What follows belongs to an exercise in optimizing a design on an open flow for small area; a production flow would make more cautious choices.
Function was checked by simulation only, so behaviour that the tests miss may differ from the original.
Power figures rest on the tool's default switching activity, not on a simulated workload.

==> inputs of 03-18 <==
## OFDM_Data_Modem
module   OFDM_Data_Modem
    #(
        parameter  SIGNAL_INTV_TO_QAM_FRE = 4
    )(  
    input               clk         , 
    input               rst_n       ,
    input               Tx_Clr      ,
    input [3:0]         Rate_Con    , 
    input               Signal_Flag ,
    input [6:0]         Scram_Seed  ,
    input               Data_Bit    ,
    input               Data_Bit_Vld,
    output[7:0]         Dout_Re     ,
    output[7:0]         Dout_Im     ,
    output              Dout_Vld      
);
make LEC_CHECK=0 CAP_MARGIN=20 CORE_MARGIN=2 CORE_UTILIZATION=40 SLEW_MARGIN=20 finish   # period 5.0 ns
run.sh (not shown) runs the stock make flow with config.mk's settings and CLKGATE_MAP_FILE= SYNTH_SCRIPT=/design/flow/synth_recipe.tcl, a recipe that flattens the netlist after the stock synthesis.
==> 03-19 (differences from 03-18) <==
--- a/flow/design.v
+++ b/flow/design.v
@@ -338,15 +338,15 @@
 `timescale 1ns / 1ps
 module sync_buffer
 (
 	input			clk,
 	input			rst_n,
 	input			ce,        
 	input [1:0]		ph3,
-	input			clr,
+	input			clr,       
 	input			wea,
 	input [8:0]		addra,
 	input    		dina,
 	input [8:0]		addrb,
 	output reg     	doutb
 );
 	reg			sw;
@@ -355,46 +355,59 @@
 	always @ (posedge clk or negedge rst_n)
 		if (!rst_n)
 			sw <= 1'b0;
 		else if (ph3 == 2'd2)
 			sw <= wea | clr;
 	always @ (posedge clk)
 		if (ph3 == 2'd2) begin
-			sa <= clr ? {2'b11, addra[6:0]} : addra;
-			sd <= dina & ~clr;
+			sa <= addra;
+			sd <= dina;
 		end
-	wire plain_w = (sa[8:7] == 2'b11);
-	wire fire    = sw & (plain_w ? (ph3 == 2'd0) : (sa[8:7] == 2'd2 - ph3));
-	wire		ring_d = sd & ~clr;
-	wire [127:0] ring_p0;
-	wire [127:0] plain_q;
+	wire		w_l1  = (sa[8:7] != 2'b11);
+	wire		w_l2  = (sa[8:7] == 2'b11) & (sa[6:5] != 2'b11);
+	wire		w_pl  = (sa[8:5] == 4'b1111);
+	wire [1:0]	w_j   = w_l1 ? sa[8:7] : sa[6:5];
+	wire		fire  = sw & (w_pl ? (ph3 == 2'd0) : (w_j == 2'd2 - ph3));
+	wire [127:0] ring1_p0;
+	wire [31:0]	ring2_p0;
+	wire [31:0]	plain_q;
 	genvar r;
 	generate
-		for (r = 0; r < 128; r = r + 1) begin : g_ring
+		for (r = 0; r < 128; r = r + 1) begin : g_ring1
 			reg [2:0]	q;    
+			wire sel = fire & w_l1 & (sa[6:0] == r);
+			always @ (posedge clk)
+				q <= {q[1:0], sel ? sd : q[2]};
+			assign ring1_p0[r] = q[0];
+		end
+		for (r = 0; r < 32; r = r + 1) begin : g_ring2
+			reg [2:0]	q;
 			reg			p;    
-			wire sel = fire & (sa[6:0] == r);
+			wire sel2 = fire & w_l2 & (sa[4:0] == r);
+			wire selp = fire & w_pl & (sa[4:0] == r);
 			always @ (posedge clk) begin
-				q <= {q[1:0], (clr | (sel & ~plain_w)) ? ring_d : q[2]};
-				if (sel & plain_w)
+				q <= {q[1:0], sel2 ? sd : q[2]};
+				if (selp)
 					p <= sd;
 			end
-			assign ring_p0[r] = q[0];
-			assign plain_q[r] = p;
+			assign ring2_p0[r] = q[0];
+			assign plain_q[r]  = p;
 		end
 	endgenerate
-	wire [1:0]	rj = addrb[8:7];
-	wire		x  = ring_p0[addrb[6:0]];
+	wire		r_l1 = (addrb[8:7] != 2'b11);
+	wire		r_pl = (addrb[8:5] == 4'b1111);
+	wire [1:0]	rj   = r_l1 ? addrb[8:7] : addrb[6:5];
+	wire		x    = r_l1 ? ring1_p0[addrb[6:0]] : ring2_p0[addrb[4:0]];
 	reg			rd_hold;
 	always @ (posedge clk)
 		if ((rj == 2'd1 && ph3 == 2'd2) || (rj == 2'd2 && ph3 == 2'd1))
 			rd_hold <= x;
 	always @ (posedge clk)
 		if (ce)
-			doutb <= (rj == 2'd3) ? plain_q[addrb[6:0]] :
+			doutb <= r_pl ? plain_q[addrb[4:0]] :
 			         (rj == 2'd0) ? x : rd_hold;
 endmodule
 `timescale 1ns / 1ps 
 module data_interleaver
 #(
     parameter   SIGNAL_INTV_TO_QAM_FRE = 4  
 )(
@@ -484,17 +497,17 @@
             clr   <= 1;
             wea   <= 0;
             addra <= 0;
             dina  <= 0;
             i <= 0;
         end
         else if (clr) begin
-            if (ce) begin
-                addra[7:0] <= addra[7:0] + 1'b1;
-                if (addra[7:0] == 8'd255) clr <= 0;
+            if (ph3 == 2'd2) begin
+                addra <= addra + 1'b1;
+                if (addra == 9'd511) clr <= 0;
             end
         end
         else if (ce) begin if( Add_Cnt_Index ) begin
             wea   <= 1;
             addra <= i ? wr_addr + 9'd288 : wr_addr;
             dina  <= Intv_Din;
             if(End_Cnt_Index)  i <= ~i;
@@ -639,26 +652,27 @@
         else begin
             Rd_Buf_Vld <= 0;
         end
             end
     end
     always@(posedge clk or negedge rst_n ) begin
         if(!rst_n) begin
-            Intv_Dout <= 0;
             Intv_Vld  <= 0;
         end
         else if (ce) begin if( Rd_Buf_Vld ) begin
-            Intv_Dout <= doutb;
             Intv_Vld  <= 1'b1 ;
         end
         else    begin
             Intv_Vld  <= 1'b0 ;
         end
             end
     end
+    always@(posedge clk)
+        if (ce)
+            Intv_Dout <= doutb;
     always@(posedge clk or negedge rst_n ) begin
         if(!rst_n) begin
             Map_Type <= 0;
         end
         else if (ce) begin if((Buf_B_Flag || Buf_A_Flag) &&(Cnt_Bit==0)) begin
             Map_Type <= Intv_Con1 ;
         end
@@ -727,19 +741,17 @@
     assign Map_Code[6]   = (Map_Type == 2'b11);
     assign Map_Code[5]   = (Map_Type == 2'b11) ? Map_Bits[5] : (Map_Type == 2'b10);
     assign Map_Code[4]   = (Map_Type == 2'b11) ? Map_Bits[4] : (Map_Type == 2'b01);
     assign Map_Code[3]   = Map_Type[1] ? Map_Bits[3] : ~Map_Type[0];
     assign Map_Code[2:0] = Map_Bits[2:0];
     always@(posedge clk or negedge rst_n ) begin
         if(!rst_n) begin
-            Map_Code_Reg <= 7'b0001000;
             Map_Bits_Vld_80M <= 0;
         end
         else if (cb_ce) begin if(  End_Cnt_Bits  ) begin
-            Map_Code_Reg <= Map_Code;
             Map_Bits_Vld_80M <= 1'b1;
         end
         else begin
             Map_Bits_Vld_80M <= 1'b0;
         end
             end
     end
@@ -754,22 +766,26 @@
             Map_Bits_Vld_80M1 <= Map_Bits_Vld_80M;
             Map_Bits_Vld_80M2 <= Map_Bits_Vld_80M1;
             Map_Bits_Vld_80M3 <= Map_Bits_Vld_80M2;
         end
             end
     end
     assign Map_Vld_80M_20M = Map_Bits_Vld_80M3 || Map_Bits_Vld_80M2 || Map_Bits_Vld_80M1 || Map_Bits_Vld_80M;
+    always@(posedge clk) begin
+        if (cb_ce && End_Cnt_Bits)
+            Map_Code_Reg <= Map_Code;
+        if (ce && Map_Vld_80M_20M)
+            Map_Code_20M <= Map_Code_Reg;
+    end
     always@(posedge clk or negedge rst_n ) begin
         if(!rst_n) begin
             Map_Bits_Vld_20M <= 0;
-            Map_Code_20M <= 7'b0001000;
         end
         else if (ce) begin if(  Map_Vld_80M_20M  ) begin
             Map_Bits_Vld_20M <= 1'b1;
-            Map_Code_20M <= Map_Code_Reg;
         end
         else begin
             Map_Bits_Vld_20M <= 1'b0;
         end
             end
     end
     always@(posedge clk) begin
==> flow/config.mk (replaced) <==
export PLATFORM = sky130hd
export DESIGN_NAME = OFDM_Data_Modem
export DESIGN_NICKNAME = OFDM_Data_Modem
export VERILOG_FILES = /design/flow/design.v
export SDC_FILE = /design/flow/constraint.sdc
export NUM_CORES = 4
export LEC_CHECK = 0
export CAP_MARGIN = 20
export CORE_MARGIN = 2
export CORE_UTILIZATION = 75
export CTS_BUF_LIST = sky130_fd_sc_hd__clkbuf_16
export CTS_CLUSTER_DIAMETER = 100
export CTS_CLUSTER_SIZE = 30
export SLEW_MARGIN = 20
==> summary.txt <==
03-18 produced a clean layout. 03-19 completed without violations.
First-iteration DRC count: 03-19 is higher than 03-18 (24%).
In 03-19 the via count is smaller than in 03-18, by about 7%.
Of 03-19 and 03-18, 03-18 has the higher count of clock-buffer cells in the layout (gap 147).
Against 03-18, the combinational power of 03-19 is higher by about 30%.
Between 03-18 and 03-19, the lower worst setup slack is in 03-19 (gap 0.18 ns).
Sequential cell count is the same in 03-18 and 03-19.
Between 03-18 and 03-19, the lower non-clock buffer count is in 03-19 (gap 18).

* * *

==> job 710: inputs <==
OFDM_Data_Modem with an RTL version that a note above also has.
Design OFDM_Data_Modem, start of the top module:
module   OFDM_Data_Modem
    #(
        parameter  SIGNAL_INTV_TO_QAM_FRE = 4
    )(  
    input               clk         , 
    input               rst_n       ,
    input               Tx_Clr      ,
    input [3:0]         Rate_Con    , 
    input               Signal_Flag ,
    input [6:0]         Scram_Seed  ,
    input               Data_Bit    ,
    input               Data_Bit_Vld,
    output[7:0]         Dout_Re     ,
    output[7:0]         Dout_Im     ,
    output              Dout_Vld      
);
clock: 5.0 ns
lec_check: 0
cap_margin: 20
core_margin: 2
core_utilization: 60
cts_buf_list: sky130_fd_sc_hd__clkbuf_8
cts_cluster_diameter: 60
cts_cluster_size: 15
slew_margin: 20
==> job 9073: changes against job 710 <==
--- a/flow/design.v
+++ b/flow/design.v
@@ -340,11 +340,11 @@
 (
 	input			clk,
 	input			rst_n,
 	input			ce,        
 	input [1:0]		ph3,
-	input			clr,       
+	input			clr,
 	input			wea,
 	input [8:0]		addra,
 	input    		dina,
 	input [8:0]		addrb,
 	output reg     	doutb
@@ -357,37 +357,38 @@
 			sw <= 1'b0;
 		else if (ph3 == 2'd2)
 			sw <= wea | clr;
 	always @ (posedge clk)
 		if (ph3 == 2'd2) begin
-			sa <= addra;
-			sd <= dina;
+			sa <= clr ? {4'b1111, addra[4:0]} : addra;
+			sd <= dina & ~clr;
 		end
 	wire		w_l1  = (sa[8:7] != 2'b11);
 	wire		w_l2  = (sa[8:7] == 2'b11) & (sa[6:5] != 2'b11);
 	wire		w_pl  = (sa[8:5] == 4'b1111);
 	wire [1:0]	w_j   = w_l1 ? sa[8:7] : sa[6:5];
 	wire		fire  = sw & (w_pl ? (ph3 == 2'd0) : (w_j == 2'd2 - ph3));
+	wire		ring_d = sd & ~clr;
 	wire [127:0] ring1_p0;
 	wire [31:0]	ring2_p0;
 	wire [31:0]	plain_q;
 	genvar r;
 	generate
 		for (r = 0; r < 128; r = r + 1) begin : g_ring1
 			reg [2:0]	q;    
 			wire sel = fire & w_l1 & (sa[6:0] == r);
 			always @ (posedge clk)
-				q <= {q[1:0], sel ? sd : q[2]};
+				q <= {q[1:0], (clr | sel) ? ring_d : q[2]};
 			assign ring1_p0[r] = q[0];
 		end
 		for (r = 0; r < 32; r = r + 1) begin : g_ring2
 			reg [2:0]	q;
 			reg			p;    
 			wire sel2 = fire & w_l2 & (sa[4:0] == r);
 			wire selp = fire & w_pl & (sa[4:0] == r);
 			always @ (posedge clk) begin
-				q <= {q[1:0], sel2 ? sd : q[2]};
+				q <= {q[1:0], (clr | sel2) ? ring_d : q[2]};
 				if (selp)
 					p <= sd;
 			end
 			assign ring2_p0[r] = q[0];
 			assign plain_q[r]  = p;
@@ -499,13 +500,13 @@
             addra <= 0;
             dina  <= 0;
             i <= 0;
         end
         else if (clr) begin
-            if (ph3 == 2'd2) begin
-                addra <= addra + 1'b1;
-                if (addra == 9'd511) clr <= 0;
+            if (ce) begin
+                addra[5:0] <= addra[5:0] + 1'b1;
+                if (addra[5:0] == 6'd63) clr <= 0;
             end
         end
         else if (ce) begin if( Add_Cnt_Index ) begin
             wea   <= 1;
             addra <= i ? wr_addr + 9'd288 : wr_addr;
Settings changed: CTS_BUF_LIST sky130_fd_sc_hd__clkbuf_8 to sky130_fd_sc_hd__clkbuf_4, CTS_CLUSTER_DIAMETER 60 to not set, CTS_CLUSTER_SIZE 15 to 20.
==> job 8217: changes against job 710 <==
Settings changed: CORE_UTILIZATION 60 to 70, CTS_BUF_LIST sky130_fd_sc_hd__clkbuf_8 to sky130_fd_sc_hd__clkbuf_16, CTS_CLUSTER_DIAMETER 60 to 90, CTS_CLUSTER_SIZE 15 to 28.
==> summary.txt <==
|  | job 710 | job 8217 | job 9073 |
|---|---|---|---|
| Result of the run | no timing/DRC/antenna violations | no timing/DRC/antenna violations | no timing/DRC/antenna violations |
| Depth of the worst register-to-register path | 14 | 14 | 15 |
| Logic power comb | 1180 µW | 1200 µW | 1110 µW |
| Int Pwr | 14,840 µW | 14,800 µW | 17,730 µW |
| Diodes inserted | 2 | 0 | 7 |
| Cells after Synth | 3,486 | 3,486 | 3,713 |
| Detail-routed via count per cell | 5.446 | 5.781 | 5.363 |
| Top-area cell type share of the netlist area | 0.5051 | 0.5051 | 0.4997 |
| Minimum setup slack after placement | 1.018 ns | 1.058 ns | 0.9674 ns |
| Startpoint of the tightest hold check path | u_pilot.spram_code.g_ring[7].q[42] | u_intv.spram.g_ring1[100].q[1] | u_pilot.spram_code.g_ring[1].q[65] |
| Antenna violations before repair | 1 | 0 | 2 |
| Fraction of the mapped netlist area in adder cells | 0.03004 | 0.03004 | 0.02972 |
| Initial DRC Count | 1,590 | 1,946 | 1,670 |
| Vias in the first global route | 25,010 | 25,680 | 29,040 |
| Detailed Place HPWL | 56,090 µm | 58,270 µm | 59,870 µm |
| Multi-In Gates | 1,798 | 1,798 | 1,973 |
| First-pass GRT wire length | 136,800 µm | 141,700 µm | 154,300 µm |
| Met1 wire length | 39,850 µm | 38,580 µm | 42,190 µm |
| Reg-to-reg endpoint | u_intv.addra[7] | u_intv.addra[6] | u_intv.addra[7] |
| Inverters excl. clock | 83 | 83 | 81 |
| Gr usage total | 0.2201 | 0.2680 | 0.2477 |
| Number of buffers on the longest clock path | 3 | 3 | 4 |
| Clock latency reported for the late side of the worst-skew pair | 0.79 ns | 0.68 ns | 1.16 ns |
| Crit path from | u_pilot.Dout_Code[0] | u_pilot.Dout_Code[3] | u_pilot.Dout_Code[3] |
| Fraction of met1 tracks used by global routing | 0.3033 | 0.3603 | 0.3170 |
| Met2 Wirelength | 40,910 µm | 44,850 µm | 46,830 µm |

* * *

==> wip/violet <==
RTL: one of the versions met above, not the one the previous note started from.
clock: 5.0 ns
lec_check: 0
cap_margin: 20
core_margin: 2
core_utilization: 60
cts_buf_list: sky130_fd_sc_hd__clkbuf_8
cts_cluster_diameter: 60
cts_cluster_size: 15
slew_margin: 20
==> inputs of wip/tundra, as changes to wip/violet <==
--- a/flow/design.v
+++ b/flow/design.v
@@ -338,15 +338,15 @@
 `timescale 1ns / 1ps
 module sync_buffer
 (
 	input			clk,
 	input			rst_n,
 	input			ce,        
 	input [1:0]		ph3,
-	input			clr,
+	input			clr,       
 	input			wea,
 	input [8:0]		addra,
 	input    		dina,
 	input [8:0]		addrb,
 	output reg     	doutb
 );
 	reg			sw;
@@ -355,42 +355,41 @@
 	always @ (posedge clk or negedge rst_n)
 		if (!rst_n)
 			sw <= 1'b0;
 		else if (ph3 == 2'd2)
 			sw <= wea | clr;
 	always @ (posedge clk)
 		if (ph3 == 2'd2) begin
-			sa <= clr ? {4'b1111, addra[4:0]} : addra;
-			sd <= dina & ~clr;
+			sa <= addra;
+			sd <= dina;
 		end
 	wire		w_l1  = (sa[8:7] != 2'b11);
 	wire		w_l2  = (sa[8:7] == 2'b11) & (sa[6:5] != 2'b11);
 	wire		w_pl  = (sa[8:5] == 4'b1111);
 	wire [1:0]	w_j   = w_l1 ? sa[8:7] : sa[6:5];
 	wire		fire  = sw & (w_pl ? (ph3 == 2'd0) : (w_j == 2'd2 - ph3));
-	wire		ring_d = sd & ~clr;
 	wire [127:0] ring1_p0;
 	wire [31:0]	ring2_p0;
 	wire [31:0]	plain_q;
 	genvar r;
 	generate
 		for (r = 0; r < 128; r = r + 1) begin : g_ring1
 			reg [2:0]	q;    
 			wire sel = fire & w_l1 & (sa[6:0] == r);
 			always @ (posedge clk)
-				q <= {q[1:0], (clr | sel) ? ring_d : q[2]};
+				q <= {q[1:0], sel ? sd : q[2]};
 			assign ring1_p0[r] = q[0];
 		end
 		for (r = 0; r < 32; r = r + 1) begin : g_ring2
 			reg [2:0]	q;
 			reg			p;    
 			wire sel2 = fire & w_l2 & (sa[4:0] == r);
 			wire selp = fire & w_pl & (sa[4:0] == r);
 			always @ (posedge clk) begin
-				q <= {q[1:0], (clr | sel2) ? ring_d : q[2]};
+				q <= {q[1:0], sel2 ? sd : q[2]};
 				if (selp)
 					p <= sd;
 			end
 			assign ring2_p0[r] = q[0];
 			assign plain_q[r]  = p;
 		end
 	endgenerate
@@ -498,17 +497,17 @@
             clr   <= 1;
             wea   <= 0;
             addra <= 0;
             dina  <= 0;
             i <= 0;
         end
         else if (clr) begin
-            if (ce) begin
-                addra[5:0] <= addra[5:0] + 1'b1;
-                if (addra[5:0] == 6'd63) clr <= 0;
+            if (ph3 == 2'd2) begin
+                addra <= addra + 1'b1;
+                if (addra == 9'd511) clr <= 0;
             end
         end
         else if (ce) begin if( Add_Cnt_Index ) begin
             wea   <= 1;
             addra <= i ? wr_addr + 9'd288 : wr_addr;
             dina  <= Intv_Din;
             if(End_Cnt_Index)  i <= ~i;
CORE_UTILIZATION = 75   (was 60)
==> notes <==
wip/violet produced a clean layout. wip/tundra finished clean.
Final area: wip/tundra is smaller than wip/violet (1.8%).
Between wip/tundra and wip/violet, the lower clock skew is in wip/violet (gap 0.0046 ns).
Against wip/tundra, the routed wire length of wip/violet is lower by about 0.3%.
Via count: wip/tundra is lower than wip/violet (about 2.6%).
In wip/tundra the total power is smaller than in wip/violet, by about 0.26%.
Between wip/tundra and wip/violet, the lower setup slack is in wip/tundra (gap 0.18 ns).
Non-clock buffer count: wip/violet is higher than wip/tundra (13).
Of wip/tundra and wip/violet, wip/tundra has the higher sequential share of layout area (gap 1.2 points).
In sequential cell count, wip/tundra and wip/violet do not differ.
==> figures <==
| item | wip/tundra | wip/violet |
|---|---|---|
| Run status | no timing/DRC/antenna violations | no timing/DRC/antenna violations |
| Placed cell count | 4185 | 4619 |
| Source of the worst register-to-register timing path | u_intv.Cnt_Index[0] | u_intv.Cnt_Index[2] |
| Fraction of layout cells with a size suffix above 1 | 12.3% | 8.70% |
| Period minus WS final | 4.40 ns | 4.22 ns |
| Max stage delay cell, worst path | sky130_fd_sc_hd__edfxtp_1 | sky130_fd_sc_hd__clkdlybuf4s50_1 |
| P_int | 0.0146 W | 0.0147 W |
| Sequential Power Share | 64.1% | 63.5% |
| Combined global-route utilization of all metal layers | 29.8% | 23.7% |
| Worst-skew pair later-pin latency | 0.77 ns | 0.79 ns |
| Met1 demand-to-capacity share in global routing | 38.8% | 31.7% |
| Final HPWL from detailed placement | 59100 um | 59900 um |
| Routed length on met2 | 46700 um | 44900 um |
| Die boundary height | 251 um | 281 um |
| Final design utilization | 80.3% | 64.7% |
| Register Area | 31600 um2 | 31600 um2 |
| Worst reg2reg setup slack | 0.98 ns | 1.00 ns |
| Number of cell instances on the worst register-to-register path | 14 | 15 |
| Fraction of the yosys area taken by sequential cells | 69.2% | 68.5% |
| Peak supply drop | 0.332 mV | 0.246 mV |

==> afterwards: timing with drivers on the ports <==
How much do the figures lean on ideal ports? The routed layouts below were timed once more, with nothing changed but the port constraints. Step 1, drivers: a clkbuf_16 drives clk and a buf_2 each remaining input, both assumed. Step 2 moves the port delays by t, midway between the first and last clock arrival at a register: inputs arrive t later, outputs are due t later. That takes back most of the time a late clock gives input paths. a / b / c = ideal / step 1 / step 2; a / b = the first two.
| run | t (ns) | slack for setup (ns) | worst register clock-pin slew, ns |
|---|---|---|---|
| 03-18 | 0.795 | 0.893 / 0.833 / 0.893 | 0.07 / 0.07 |
| 03-19 | 0.725 | 0.714 / 0.649 / 1.020 | 0.12 / 0.12 |
| job 710 | 0.834 | 0.724 / 0.664 / 0.995 | 0.11 / 0.11 |
| job 9073 | 1.143 | 0.424 / 0.365 / 0.987 | 0.08 / 0.08 |
| job 8217 | 0.731 | 0.580 / 0.513 / 0.994 | 0.11 / 0.11 |
| wip/violet | 0.825 | 0.781 / 0.717 / 0.996 | 0.10 / 0.10 |
| wip/tundra | 0.803 | 0.603 / 0.538 / 0.981 | 0.11 / 0.11 |
After both steps every run listed still meets setup and hold.
